Source: an optimization exercise on an open RTL-to-GDS flow (aim: small area, a short achievable clock period and few clock cycles). Production flows keep margins and buffers that such runs may drop.
The RTL was checked by simulation tests, not by an equivalence proof against the original design.
No activity file was given, so power comes from the tool's default toggle rates.

## juniper
==> flow/design.v (excerpt) <==
module Top(CLK, SLOW_CLOCK_STRB, ARST_L, SYS_OUT, OUT_VALID, MEM_ADDR, MEM_WDATA, MEM_WE, MEM_RDATA);
Size in the first run: ~1300 cells after synthesis, about 130 flip-flops, roughly 61 I/O pins, about 12000 µm² of cells after synthesis.
==> flow/config.mk <==
export PLATFORM = sky130hd
export DESIGN_NAME = Top
export DESIGN_NICKNAME = Top
export VERILOG_FILES = /design/flow/design.v
export SDC_FILE = /design/flow/constraint.sdc
export NUM_CORES = 4
export LEC_CHECK = 0
export CAP_MARGIN = 20
export CORE_MARGIN = 2
export CORE_UTILIZATION = 40
export SETUP_SLACK_MARGIN = 5
export SLEW_MARGIN = 20
==> flow/constraint.sdc <==
create_clock -name core_clock -period 10.0 [get_ports {CLK}]
set_input_delay 2.0000 -clock core_clock [delete_from_list [all_inputs] [get_ports {CLK}]]
set_output_delay 2.0000 -clock core_clock [all_outputs]
set_load 0.01 [all_outputs]
run.sh (not shown) runs the stock make flow with config.mk's settings and CLKGATE_MAP_FILE= SYNTH_SCRIPT=/design/flow/synth_recipe.tcl, a recipe that flattens the netlist after the stock synthesis.
Testbench counts of juniper, summed over its fixed seeds: cycles 62,938.
The following lists how onyx was set up differently from juniper:
--- a/flow/design.v
+++ b/flow/design.v
@@ -1,10 +1,10 @@
-module mul8(input [7:0] a, input [7:0] b, output [15:0] p);
+module mul8rows(input [7:0] a, input [7:0] b, output [15:0] ra, output [15:0] rb);
 wire [63:0] pp;
 assign pp[0] = a[0] & b[0];
 assign pp[1] = a[1] & b[0];
 assign pp[2] = a[2] & b[0];
 assign pp[3] = a[3] & b[0];
 assign pp[4] = a[4] & b[0];
 assign pp[5] = a[5] & b[0];
 assign pp[6] = a[6] & b[0];
 assign pp[7] = a[7] & b[0];
@@ -226,21 +226,20 @@
 assign t80 = (t36 & t57) | (t36 & t56) | (t57 & t56);
 wire t81;
 wire t82;
 assign t81 = t40 ^ t59 ^ t58;
 assign t82 = (t40 & t59) | (t40 & t58) | (t59 & t58);
 wire t83;
 wire t84;
 assign t83 = pp[62] ^ pp[55] ^ t60;
 assign t84 = (pp[62] & pp[55]) | (pp[62] & t60) | (pp[55] & t60);
-wire [15:0] ra = {1'b0, t84, t82, t80, t78, t76, t74, t72, t70, t68, t66, t64, t62, t61, pp[1], pp[0]};
-wire [15:0] rb = {1'b0, pp[63], t83, t81, t79, t77, t75, t73, t71, t69, t67, t65, t63, pp[2], pp[8], 1'b0};
-assign p = ra + rb;
+assign ra = {1'b0, t84, t82, t80, t78, t76, t74, t72, t70, t68, t66, t64, t62, t61, pp[1], pp[0]};
+assign rb = {1'b0, pp[63], t83, t81, t79, t77, t75, t73, t71, t69, t67, t65, t63, pp[2], pp[8], 1'b0};
 endmodule
 module Top(CLK, SLOW_CLOCK_STRB, ARST_L, SYS_OUT, OUT_VALID, MEM_ADDR, MEM_WDATA, MEM_WE, MEM_RDATA);
 input CLK, SLOW_CLOCK_STRB, ARST_L;
 output reg [15:0] SYS_OUT;
 output reg OUT_VALID;
 output [7:0] MEM_ADDR;
 output [15:0] MEM_WDATA;
 output MEM_WE;
 input [15:0] MEM_RDATA;
@@ -312,42 +311,51 @@
 wire zsum = &((a ^ bx) ~^ {a[14:0] | bx[14:0], sub});
 wire big = |b[15:4];
 wire lsl = (op == 4'h6);
 reg [15:0] a_rev, shl;
 integer i;
 always @(*) for (i = 0; i < 16; i = i + 1) a_rev[i] = a[15 - i];
 wire [15:0] sh_in = lsl ? a_rev : a;
 wire [15:0] shr = big ? 16'h0000 : (sh_in >> b[3:0]);
 always @(*) for (i = 0; i < 16; i = i + 1) shl[i] = shr[15 - i];
-wire [15:0] prod;
-mul8 mul(.a(a[7:0]), .b(b[7:0]), .p(prod));
-wire cmp_op = lsl | (op == 4'h9);
+wire [15:0] pra, prb;
+mul8rows mul(.a(a[7:0]), .b(b[7:0]), .ra(pra), .rb(prb));
+wire mulop = (op == 4'h9);
+wire cmp_op = lsl | mulop;
 reg [15:0] tmp_q;
-always @(posedge CLK) tmp_q <= (op == 4'h9) ? prod : shl;
-wire mc_stall = ex & cmp_op & ~mc;    
+reg [14:1] tmp2_q;
+always @(posedge CLK) begin
+    tmp_q <= pra;
+    tmp2_q <= prb[14:1];
+end
+wire [15:0] t2 = tmp_q + {1'b0, tmp2_q, 1'b0};
+wire mc_stall = ex & mulop & ~mc;     
+wire [15:0] cres = lsl ? shl : t2;
 wire addsub = (op == 4'h4) | sub;
 reg [15:0] res;
 always @(*) begin
-    if (addsub) res = sum[15:0];
-    else if (cmp_op) res = tmp_q;
+    if (is_mov) res = {8'h00, imm};
+    else if (addsub) res = sum[15:0];
+    else if (cmp_op) res = cres;
     else res = shr;
 end
-wire z_flag = addsub ? zsum : cmp_op ? ~|tmp_q : ~|shr;
-wire c_flag = (op == 4'h4) ? sum[16] : cmp_op ? ((tmp_q < a) | (tmp_q < b)) : 1'b0;
+wire z_flag = addsub ? zsum : cmp_op ? ~|cres : ~|shr;
+wire c_flag = (op == 4'h4) ? sum[16] : cmp_op ? ((cres < a) | (cres < b)) : 1'b0;
 wire v_flag = ((op == 4'h4) | cmp_op) ? (a[15] ^ b[15] ^ res[15]) : 1'b0;
 wire [3:0] new_flags = {res[15], z_flag, c_flag, v_flag};
-wire [15:0] wval = is_mov ? {8'h00, imm} : res;
+wire [15:0] wval = res;
 wire [1:0] wsel = is_mov ? fy : fd;
 wire done = ex & ~mc_stall;
 wire wr_ex = done & (is_alu | is_mov);
 wire hold = rf | mc_stall;
-wire [7:0] fetch_addr = pcd + {7'b0, ~hold};
-assign MEM_ADDR = memop ? b[7:0] : taken ? imm : fetch_addr;
+wire [7:0] pcd1 = pcd + 8'd1;
+wire [7:0] fetch_addr = hold ? pcd : pcd1;
+assign MEM_ADDR = taken ? imm : memop ? b[7:0] : fetch_addr;
 assign MEM_WE = ex & is_str;
 assign MEM_WDATA = a;
 wire str_hit = ex & is_str & dv & (b[7:0] == pcd);
 always @(posedge CLK, negedge ARST_L) begin
     if (!ARST_L) begin
         r0 <= 16'h0; r1 <= 16'h0; r2 <= 16'h0; r3 <= 16'h0;
     end else if (en) begin
         if ((wr_ex && wsel == 2'd0) || (ldp && ldx == 2'd0)) r0 <= ldp ? MEM_RDATA : wval;
         if ((wr_ex && wsel == 2'd1) || (ldp && ldx == 2'd1)) r1 <= ldp ? MEM_RDATA : wval;
- onyx against juniper: global-route wire length before repair moved down; mux contribution to synthesized area moved down; proportion of power drawn by combinational gates decreased 3.4 points; sequential cell area share now larger; adder and majority gate portion of the synthesized area fell by 0.48 points.
- Looking at endpoint arrival time on the critical path, onyx sits 2.55 ns below juniper.
- Total placed instance area delta for onyx relative to juniper: about 1.6% higher
Testbench counts of onyx, summed over its fixed seeds: cycles 60,994.

re-timing with driven ports:
The flow's constraints put no driver on any port. The routed layouts listed below were extracted and timed again, unchanged, in two steps.
Step 1, drivers: a clkbuf_16 drives CLK and a buf_2 each remaining input, both assumed.
Step 2 moves the port delays by t, midway between the first and last clock arrival at a register: inputs arrive t later, outputs are due t later. That takes back most of the time a late clock gives input paths.
a / b / c = ideal ports / drivers / drivers and shift; a / b = the first two.
run	shift t [ns]	slack for setup (ns)	worst hold slack (ns)	worst setup path after step 2	clock arrival spread, ns
juniper	0.488	4.841 / 4.841 / 4.841	0.505 / 0.505 / 0.505	register to register	0.015 / 0.015
onyx	0.479	5.064 / 5.017 / 5.046	0.507 / 0.507 / 0.507	input to register	0.026 / 0.026
After both steps every run listed still meets setup and hold. For onyx, which loses most, drivers alone change the setup slack by -0.047 ns; drivers and shift together by -0.018 ns.
